Source: an optimization exercise on an open RTL-to-GDS flow (aim: small area). Production flows keep margins and buffers that such runs may drop. Function not checked in this run: the RTL went through the layout flow alone. The clock port is modelled as an ideal driver; clocking choices that lean on that would not hold on a real chip. Power and IR drop assume default switching activity.

===== flow/run.sh =====
#!/bin/bash
# The standard layout (standard.sh) with these changes:
#  - synthesis maps the logic with ABC's area mapper (flow/abc_area_map.script)
#    and without Yosys's half/full-adder extraction; registers, the synth
#    options and the flatten/rename steps are the standard flow's own (synth_recipe.tcl)
#  - each port's buffer is the smallest buffer cell
#  - the clock tree is four buf_12, each driving a quarter of the
#    flip-flops (flow/clock_tree.tcl, run as ORFS's PRE_CTS_TCL hook)
set -euo pipefail
here=$PWD
export AREA_ABC_SCRIPT=$here/flow/abc_area_map.script
{
  cat <<'TCL'
# use the area script for the technology mapping call of synth.tcl
proc abc {args} {
  set i [lsearch -exact $args -script]
  if {$i >= 0} { lset args [expr {$i + 1}] $::env(AREA_ABC_SCRIPT) }
  yosys abc {*}$args
}
TCL
  cat synth_recipe.tcl
} > area_synth.tcl
sed -e "s#SYNTH_SCRIPT=[^ ]*#SYNTH_SCRIPT=$here/area_synth.tcl ADDER_MAP_FILE=#" standard.sh > area_standard.sh
grep -q "SYNTH_SCRIPT=$here/area_synth.tcl" area_standard.sh
export BUFFER_PORTS_ARGS="-buffer_cell sky130_fd_sc_hd__buf_1"
export CTS_ARGS="-sink_clustering_enable -repair_clock_nets -buf_list sky130_fd_sc_hd__clkbuf_4 -dont_use_dummy_load"
export PRE_CTS_TCL=$here/flow/clock_tree.tcl
export PRE_GLOBAL_PLACE_TCL=$here/flow/remove_buffers.tcl
bash area_standard.sh > standard_flow.log 2>&1

===== flow/abc_area_map.script =====
strash
balance
rewrite
refactor
balance
rewrite
rewrite -z
balance
refactor -z
rewrite -z
balance
dch -f
amap
topo

===== flow/clock_tree.tcl =====
# PRE_CTS_TCL hook: a clock tree built by hand, in place of TritonCTS's.
# The clock port drives CLK_LEAVES (default 4) clock buffers (CLK_LEAF_BUF,
# default buf_12), through a root buffer CLK_ROOT_BUF if one is named
# (default none). Each leaf sits at the centre of a group of flip-flops
# (split by position into equal groups) and drives that group's clock pins.
# The cts step's detailed placement then legalizes the buffers.
proc build_clock_tree {} {
  set nleaf [expr {[info exists ::env(CLK_LEAVES)] ? $::env(CLK_LEAVES) : 4}]
  set master_name [expr {[info exists ::env(CLK_LEAF_BUF)] ? $::env(CLK_LEAF_BUF) : "sky130_fd_sc_hd__buf_12"}]
  set db [ord::get_db]
  set block [ord::get_db_block]
  set master [$db findMaster $master_name]
  set root_name [expr {[info exists ::env(CLK_ROOT_BUF)] ? $::env(CLK_ROOT_BUF) : "none"}]
  set clk_port [sta::get_property [lindex [all_clocks] 0] sources]
  set clk_name [get_full_name $clk_port]
  set clk_net [$block findNet $clk_name]
  set sinks {}
  foreach it [$clk_net getITerms] {
    lappend sinks [list $it {*}[[$it getInst] getLocation]]
  }
  # split into groups of close flip-flops: sort by x, cut into columns,
  # then sort each column by y and cut into rows
  set ncol [expr {$nleaf >= 4 ? 2 : 1}]
  if {$nleaf >= 8} { set ncol [expr {$nleaf / 4}] }
  set nrow [expr {$nleaf / $ncol}]
  set sinks [lsort -integer -index 1 $sinks]
  set n [llength $sinks]
  set groups {}
  for {set c 0} {$c < $ncol} {incr c} {
    set col [lrange $sinks [expr {$c * $n / $ncol}] [expr {($c + 1) * $n / $ncol - 1}]]
    set col [lsort -integer -index 2 $col]
    set m [llength $col]
    for {set r 0} {$r < $nrow} {incr r} {
      lappend groups [lrange $col [expr {$r * $m / $nrow}] [expr {($r + 1) * $m / $nrow - 1}]]
    }
  }
  # root buffer at the centre of all flip-flops (none: the port drives the leaves)
  if {$root_name eq "none"} {
    set root_net $clk_net
  } else {
  set sx 0; set sy 0
  foreach s $sinks { incr sx [lindex $s 1]; incr sy [lindex $s 2] }
  set root [odb::dbInst_create $block [$db findMaster $root_name] "clkroot"]
  set root_net [odb::dbNet_create $block "clknet_root"]
  $root_net setSigType CLOCK
  [$root findITerm A] connect $clk_net
  [$root findITerm X] connect $root_net
  $root setLocation [expr {$sx / $n}] [expr {$sy / $n}]
  $root setPlacementStatus PLACED
  }
  set i 0
  foreach g $groups {
    set sx 0; set sy 0
    foreach s $g { incr sx [lindex $s 1]; incr sy [lindex $s 2] }
    set cx [expr {$sx / [llength $g]}]
    set cy [expr {$sy / [llength $g]}]
    set inst [odb::dbInst_create $block $master "clkleaf_$i"]
    set net [odb::dbNet_create $block "clknet_leaf_$i"]
    $net setSigType CLOCK
    [$inst findITerm A] connect $root_net
    [$inst findITerm X] connect $net
    foreach s $g {
      set it [lindex $s 0]
      $it disconnect
      $it connect $net
    }
    $inst setLocation $cx $cy
    $inst setPlacementStatus PLACED
    incr i
  }
  puts "build_clock_tree: [llength $groups] leaf buffers ($master_name) for $n clock pins"
}
build_clock_tree
# the tree is complete: keep clock_tree_synthesis from adding to it
set skip {}
foreach n [[ord::get_db_block] getNets] { if {[$n getSigType] eq "CLOCK"} { lappend skip [$n getName] } }
set_cts_config -skip_nets $skip
puts "clock nets left to clock_tree_synthesis: none ([llength $skip] skipped)"

===== flow/remove_buffers.tcl =====
# PRE_GLOBAL_PLACE_TCL hook: with GPL_TIMING_DRIVEN 0, global_place.tcl does
# not remove synthesis's buffers itself, so remove them here, before the
# ports get their buffers.
remove_buffers

===== standard.sh =====
#!/bin/bash
# synth_recipe.tcl (not shown) runs the flow's synth.tcl, then flattens the netlist and writes it again
# the make line also repeats each setting of config.mk as NAME=value (left out here)
make -C /OpenROAD-flow-scripts/flow DESIGN_CONFIG=/design/flow/config.mk WORK_HOME=/design/flow/orfs CLKGATE_MAP_FILE= SYNTH_SCRIPT=/design/flow/synth_recipe.tcl "${@:-finish}"

===== config.mk =====
export PLATFORM = sky130hd
export DESIGN_NAME = Allocator
export DESIGN_NICKNAME = Allocator
export VERILOG_FILES = /design/flow/design.v
export SDC_FILE = /design/flow/constraint.sdc
export NUM_CORES = 4
export LEC_CHECK = 0
export ABC_AREA = 1
export CAP_MARGIN = 20
export CORE_MARGIN = 2
export CORE_UTILIZATION = 70
export CTS_BUF_LIST = sky130_fd_sc_hd__clkbuf_4
export GPL_TIMING_DRIVEN = 0
export SLEW_MARGIN = 20

===== constraint.sdc =====
create_clock -name core_clock -period 5.0 [get_ports {clk_11MHz}]
set_input_delay 1.0000 -clock core_clock [delete_from_list [all_inputs] [get_ports {clk_11MHz}]]
set_output_delay 1.0000 -clock core_clock [all_outputs]
set_load 0.01 [all_outputs]

===== design.v =====
`timescale 1ns / 1ps
module Allocator
	#(parameter MODEL_ADDR_WIDTH=10, MODEL_DATA_WIDTH=18, MODEL_LOC_SIZE=1024,
					WEIGHT_ADDR_WIDTH=11, WEIGHT_DATA_WIDTH=9, WEIGHT_LOC_SIZE=2048,
					TENSOR_ADDR_WIDTH=9, TENSOR_DATA_WIDTH=36, TENSOR_LOC_SIZE=512)
	(input clk_11MHz, input resetn,
	output reg [7:0] N,
	output reg [7:0] M,
	output reg mm_ena,
	output mm_wea,
	output [MODEL_ADDR_WIDTH-1:0] mm_addra,
	output [MODEL_DATA_WIDTH-1:0] mm_dla,
	output wm_ena_0, wm_ena_1, wm_ena_2, wm_ena_3, wm_ena_4, wm_ena_5, wm_ena_6, wm_ena_7,
	output wm_wea_0, wm_wea_1, wm_wea_2, wm_wea_3, wm_wea_4, wm_wea_5, wm_wea_6, wm_wea_7,
	output [WEIGHT_ADDR_WIDTH-1:0] wm_addra_0,
	output [WEIGHT_ADDR_WIDTH-1:0] wm_addra_1,
	output [WEIGHT_ADDR_WIDTH-1:0] wm_addra_2,
	output [WEIGHT_ADDR_WIDTH-1:0] wm_addra_3,
	output [WEIGHT_ADDR_WIDTH-1:0] wm_addra_4,
	output [WEIGHT_ADDR_WIDTH-1:0] wm_addra_5,
	output [WEIGHT_ADDR_WIDTH-1:0] wm_addra_6,
	output [WEIGHT_ADDR_WIDTH-1:0] wm_addra_7,
	output [WEIGHT_DATA_WIDTH-1:0] wm_dla_0,
	output [WEIGHT_DATA_WIDTH-1:0] wm_dla_1,
	output [WEIGHT_DATA_WIDTH-1:0] wm_dla_2,
	output [WEIGHT_DATA_WIDTH-1:0] wm_dla_3,
	output [WEIGHT_DATA_WIDTH-1:0] wm_dla_4,
	output [WEIGHT_DATA_WIDTH-1:0] wm_dla_5,
	output [WEIGHT_DATA_WIDTH-1:0] wm_dla_6,
	output [WEIGHT_DATA_WIDTH-1:0] wm_dla_7,
	output tm_ena,
	output tm_wea,
	output [TENSOR_ADDR_WIDTH-1:0] tm_addra,
	output [TENSOR_DATA_WIDTH-1:0] tm_dla,
	input [7:0] RxData,
	input valid,
	output start_sig,
	output reg [3:0] StateLED
	);
	reg [1:0] t;
	reg [2:0] p;
	reg [7:0]  C;        
	reg [7:0]  D;        
	reg [23:0] img;      
	reg [15:0] L;        
	reg        rowdone;  
	reg [15:0] rowcnt;   
	reg [10:0] acline;   
	reg        we;       
	reg        lv;       
	wire ctrl   = (t == 2'b00);
	wire model  = (t == 2'b01);
	wire wgt    = (t == 2'b10);
	wire image  = (t == 2'b11);
	wire plast  = (p == 3'd7);
	wire FF     = (RxData == 8'hFF);
	wire Waiting = ctrl & ~p[0] & ~p[1];
	wire FType   = ctrl & p[0];
	wire Nnum    = model & (p == 3'd0);
	wire Mnum    = wgt & (p == 3'd0);
	wire ReadW   = wgt & (p == 3'd5);
	wire ReadImg = image & ~p[1];
	function [16:0] inc16(input [15:0] x);
		integer k;
		reg c;
		begin
			c = 1'b1;
			for (k = 0; k < 16; k = k + 1) begin
				inc16[k] = x[k] ^ c;
				c = c & x[k];
			end
			inc16[16] = c;
		end
	endfunction
	function [15:0] dec16(input [15:0] x);
		integer k;
		reg b;
		begin
			b = 1'b1;
			for (k = 0; k < 16; k = k + 1) begin
				dec16[k] = x[k] ^ b;
				b = b & ~x[k];
			end
		end
	endfunction
	function [10:0] inc11(input [10:0] x, input ci);
		integer k;
		reg c;
		begin
			c = ci;
			for (k = 0; k < 11; k = k + 1) begin
				inc11[k] = x[k] ^ c;
				c = c & x[k];
			end
		end
	endfunction
	wire [16:0] Cinc17 = inc16({8'd0, C});
	wire [7:0]  Cinc = Cinc17[7:0];
	wire [9:0]  ibyte = acline[9:0];         
	wire [16:0] Hinc17 = inc16({8'd0, img[7:0]});
	wire [7:0]  Hinc = Hinc17[7:0];
	wire [16:0] Linc = inc16(L);
	wire [16:0] Lnext = rowdone ? 17'd1 : Linc;    
	wire [15:0] COL  = {img[15:8], img[23:16]};
	wire rowend  = rowdone ? (COL == 16'd1) : (Linc == {1'b0, COL});    
	wire lastrow = (rowcnt == 16'd1);
	wire mend    = (&C[7:0]) & (&img[7:0]);
	wire iend    = (ibyte == 10'd782);
	assign mm_wea = mm_ena;
	assign mm_addra = {acline[7:0], ~(p[2] ^ p[1]), p[2] & ~p[1]};
	assign mm_dla = {2'b00, img[23:16], D};
	wire [2:0] lane = L[2:0] - 3'd1;
	wire [7:0] wsel = {8{we}} & (8'd1 << lane);
	assign {wm_ena_7, wm_ena_6, wm_ena_5, wm_ena_4, wm_ena_3, wm_ena_2, wm_ena_1, wm_ena_0} = wsel;
	assign {wm_wea_7, wm_wea_6, wm_wea_5, wm_wea_4, wm_wea_3, wm_wea_2, wm_wea_1, wm_wea_0} = wsel;
	assign wm_addra_0 = acline; assign wm_addra_1 = acline;
	assign wm_addra_2 = acline; assign wm_addra_3 = acline;
	assign wm_addra_4 = acline; assign wm_addra_5 = acline;
	assign wm_addra_6 = acline; assign wm_addra_7 = acline;
	assign wm_dla_0 = {1'b0, D}; assign wm_dla_1 = {1'b0, D};
	assign wm_dla_2 = {1'b0, D}; assign wm_dla_3 = {1'b0, D};
	assign wm_dla_4 = {1'b0, D}; assign wm_dla_5 = {1'b0, D};
	assign wm_dla_6 = {1'b0, D}; assign wm_dla_7 = {1'b0, D};
	assign tm_ena = lv & image & ibyte[1] & ibyte[0] & ~(ibyte[9] & ibyte[8] & ibyte[4]);
	assign tm_wea = tm_ena;
	assign start_sig = lv & image & p[1];
	assign tm_addra = {1'b0, ibyte[9:2]};
	assign tm_dla = {4'b0000, D, img};
	reg [1:0] nt;
	reg [2:0] np;
	always @(*) begin
		nt = t; np = p + 3'd1;
		if (plast) begin
			nt = 2'b00; np = FF ? 3'd0 : 3'd2;
		end else case (t)
		2'b00: begin
			if (p[1]) np = 3'd0;
			else if (p[0]) begin
				if (RxData == 8'h01) begin nt = 2'b01; np = 3'd0; end
				else if (RxData == 8'h02) begin nt = 2'b10; np = 3'd0; end
				else if (RxData == 8'h03) begin nt = 2'b11; np = 3'd1; end
				else np = 3'd2;
			end else np = FF ? 3'd1 : 3'd0;
		end
		2'b01: if (p == 3'd6) np = mend ? 3'd7 : 3'd1;
		2'b10: if (p == 3'd5) np = (rowend && lastrow) ? (mend ? 3'd7 : 3'd1) : 3'd5;
		2'b11: np = iend ? 3'd7 : 3'd1;
		endcase
	end
	always @(posedge clk_11MHz) begin
		if (~resetn) begin
			t <= 2'b00; p <= 3'd0;
			N <= 0; M <= 0; StateLED <= 0;
			mm_ena <= 0; we <= 0;
		end else begin
			mm_ena <= valid && model && !p[0] && p != 3'd0;
			we <= valid && (ReadW || (we && !plast));
			if (valid) begin
				t <= nt; p <= np;
				if (Nnum) N <= RxData;
				if (Mnum) M <= RxData;
				if (FType) StateLED[3] <= 0;
				if (image && plast && FF) StateLED[3] <= 1;
				if (model) StateLED[0] <= !(plast && FF);
				if (wgt) StateLED[1] <= !(plast && FF);
				if (image) StateLED[2] <= !(plast && FF);
			end
		end
	end
	always @(posedge clk_11MHz) begin
		lv <= valid;
		if (valid) begin
			if (ReadW || !we) D <= RxData;
			if (!ReadW) img[23:8] <= {wgt ? RxData : D, img[23:16]};
			if (wgt || model) begin
				if (p == 3'd0) img[7:0] <= 8'hFF;
				else if (p == 3'd1 && (&C[7:0])) img[7:0] <= Hinc;
			end else img[7:0] <= img[15:8];
			if (Nnum || Mnum) C <= ~RxData;
			else if (p == 3'd1 && (model || wgt)) C <= Cinc;
			if (FType) acline <= 11'h7FF;
			else if (ReadW) acline <= inc11(acline, rowdone || L[2:0] == 3'd0);
			else if (ReadImg || (model && p == 3'd1)) acline <= inc11(acline, 1'b1);
			if (ReadW) L <= Lnext[15:0];
			rowdone <= !ReadW || rowend;
			if (wgt && p == 3'd1) rowcnt[15:8] <= RxData;
			else if (wgt && p == 3'd2) rowcnt[7:0] <= RxData;
			else if (ReadW && rowend && rowcnt != 16'd0) rowcnt <= dec16(rowcnt);
		end
	end
endmodule

==> parameters.txt <==
Parameter                              Value

STA
  Worst-Margin Slew ... 0.898 ns
  RSZ-0062 raised after global routing ... yes
  Setup Skew ... 0.00931 ns
  Timing-limited maximum frequency ... 203 MHz
  Count of final hold-check violations ... 0
  Normalized max-slew margin ... 39.9%
  Fin crit period ... 4.92 ns
  Final number of max-transition violations ... 0
  Final setup violating endpoints ... 0
  Hold Worst Slack ... 0.500 ns
  Fin crit share ... 98.5%

Global route
  Routing usage on met2 ... 46.8%
  Routing usage on met3 ... 2.19%
  Wire length of the first global-routing pass ... 23,100 um
  Number of global-route vias before repair ... 4,604
  Number of antenna violations at the first check in global routing ... 0
  Total congestion overflow ... 0
  Largest net degree at the start of global routing ... 29
  Overall track demand over capacity in global routing ... 27.6%
  Layer carrying the most global-route usage ... met2
  Fraction of met1 tracks used by global routing ... 38.8%

Place
  DP HPWL ... 11,700 um
  Routability congestion estimate from global placement ... 0.923
  Buffers on Ports ... 269

Drt
  Iteration-0 DRC count of the detailed router ... 359
  Router iterations before antenna repair ... 5
  DRT Wirelength ... 15,400 um
  Remaining number of nets flagged by the antenna check after routing ... 0
  Avg WL per Cell ... 15.8 um
  Drc violations ... 0
  Via-per-instance ratio ... 5.61
  DR vias ... 5,489

Final layout
  Synth-to-layout area growth ... 0.370%
  Most frequent standard cell in the layout excluding fill and tap cells ... buf_1
  Fraction of layout cells with a size suffix above 1 ... 4.83%
  Total number of nets in the final design ... 862
  Filler Cell Count ... 763
  Highest-count cells in the layout ignoring fill and taps ... buf_1, nor2_1, edfxtp_1, a21oi_1, clkinv_1
  Fin util ... 72.9%
  Antenna diodes ... 0

Floorplan
  Count of standard-cell rows ... 35
  Starting density of the core ... 72.6%
  IO Count ... 285
  Core Region ... 9330 um^2
  Die outline area ... 10,500 um^2
  Die boundary width ... 102 um
  Chip Height ... 102 um

Clock network
  Hold-fix buffers at CTS ... 0
  Clock Latency Late Sink ... 0.14 ns
  Clock transition at the register clock pins on the worst setup and hold paths after CTS ... 0.11 ns

Worst setup path
  CP required ... 5.04 ns
  Sort of element at the end of the critical path ... register
  Setup CP Type ... register to register
  Worst endpoint data arrival time ... 4.97 ns
  Type of origin of the critical path ... register
  Crit-path max FO ... 3

Yosys
  Sequential share of the synthesized area ... 45.5%
  Seq cells post-synth ... 112
  Per-instance average area after synthesis ... 9.00 um^2
  Post-synth EDFFs ... 84
  Yosys warns ... 1
  Number of instances in the synthesized netlist ... 752
  Synthesized area ... 6770 um^2
  Primary FF master, synth ... edfxtp_1
  Share of synthesized registers carrying an async set or reset ... 0%
  Yosys cell types ... 36

Status
  Outcome ... complete, no violations

Worst hold path
  Min-Delay Path Class ... register to register

Power and ir drop
  Cell area power density ... 221 nW/um^2
  LEAKAGE ... 2.23 nW
  Maximum vdd ir drop ... 0.000230 V

Job
  Count of max-cap constraint violations ... 0
-- path summary, 6_finish.rpt --
kind / start / endpoint / slack (ns) / depth (start not counted)
max: L[0] / p[2] / 0.08 / 20
min: StateLED[3] / StateLED[3] / 0.50 / 2
max reg2reg: L[0] / p[2] / 0.08 / 20
min reg2reg: StateLED[3] / StateLED[3] / 0.50 / 2
-- logic make-up (layout without fill, tap and decap cells) --
kind of cell | after synthesis | after routing | share of synthesized area (%)
other cells | 1 | 15 | 0.0554
simple gates | 240 | 240 | 16.2
compound gates | 148 | 148 | 13.3
flops | 112 | 112 | 45.5
buf+inv | 251 | 334 | 24.9
-- layout make-up --
class	count	area (um^2)	area share (%)
plain buffers	4	80.1	1.18
inverters	53	206	3.04
multi-input cells	403	2200	32.3
flip-flops and latches	112	3080	45.4
well taps	129	161	2.37
repair buffers	277	1070	15.7
-- repair_timing --
action                                  CTS  global route
pin swaps                                 4            13
hold endpoints to repair                  0             0
resized for setup                        16            19
endpoints found under the setup margin   18            19
setup buffers                             6             2
-- metal layers --
metal  up-vias  routed length, um  part of all wire, %
met4         0                280                  1.8
met2       290               7770                   50
met3        15               1250                  8.1
met5         -                  0                    0
met1      2564               6140                   40
li1       2620                  -                    -
-- cell usage after synthesis, types with 5 or more instances --
cell | instances | share of area (%)
and3_1 | 21 | 1.9
nor3_1 | 27 | 2.0
buf_4 | 198 | 22
nand3_1 | 7 | 0.52
o22ai_1 | 18 | 1.7
nand2_1 | 33 | 1.8
a31oi_1 | 5 | 0.46
or4_1 | 9 | 1.0
a21oi_1 | 51 | 3.8
clkinv_1 | 53 | 2.9
o32ai_1 | 9 | 1.2
edfxtp_1 | 84 | 37
nor2_1 | 118 | 6.5
dfxtp_1 | 28 | 8.3
o21ai_0 | 39 | 2.9
and2_0 | 9 | 0.83
-- worst max-delay path: stages, from the launching register on --
cell       delay [ns]
edfxtp_1         0.39
clkinv_2         0.10
nor2_4           0.12
inv_4            0.06
nor2_4           0.11
nor2_1           0.08
nor3_4           0.22
a21oi_1          0.09
or4_1            0.49
or4_4            0.43
or4_4            0.56
a2111oi_4        0.20
o21ai_1          0.11
or4_4            0.56
or4_4            0.55
nor3_2           0.13
nor2_1           0.06
o221a_1          0.21
o2111ai_1        0.18
o21a_1           0.14
nor2_1           0.04
-- per-stage QoR --
step	TNS (ns)	instances	power (W)	setup WS, ns	instance area (um^2)
floorplan	0	766	0.00116	0.179	6820
global placement	-6.79	966	0.00117	-0.446	6510
detailed placement	-8.51	966	0.00117	-0.538	6510
CTS	0	976	0.00143	0.0950	6700
global route	-0.0766	978	0.00155	-0.0766	6800
finish	0	978	0.00150	0.0754	6800
-- flip-flops by register name, indices dropped and copies added (netlist names) --
signal / count
t: 2
N: 8
lv: 1
L: 16
mm_ena: 1
rowcnt: 16
img: 24
acline: 11
M: 8
C: 8
D: 8
StateLED: 4
we: 1
p: 3
rowdone: 1
-- power breakdown --
part           leakage [nW]  internal, W  switching, W
clock                0.0376     0.000131      0.000224
sequential             1.01      0.00101     0.0000226
combinational          1.19    0.0000320     0.0000850

==> afterwards: timing with drivers on the ports <==
How much do the figures lean on ideal ports? The routed layout below was timed once more, with nothing changed but the port constraints.
Step 1 assumes that a clkbuf_16 drives the clock port and a buf_2 every other input.
Step 2 also shifts input and output timing later by t, the mid clock arrival at the registers, as if the neighbouring blocks saw the same clock.
Slacks: no drivers / after step 1 / after step 2; pairs: no drivers / after step 1.
t, ns: 0.230
setup slack, ns: 0.075 / 0.075 / 0.075
hold slack, ns: 0.500 / 0.500 / 0.500
worst register clock-pin slew, ns: 0.11 / 0.11
After both steps this run still meets setup and hold. The setup slack of this run moves by 0.000 ns with the drivers and by 0.000 ns with both steps.
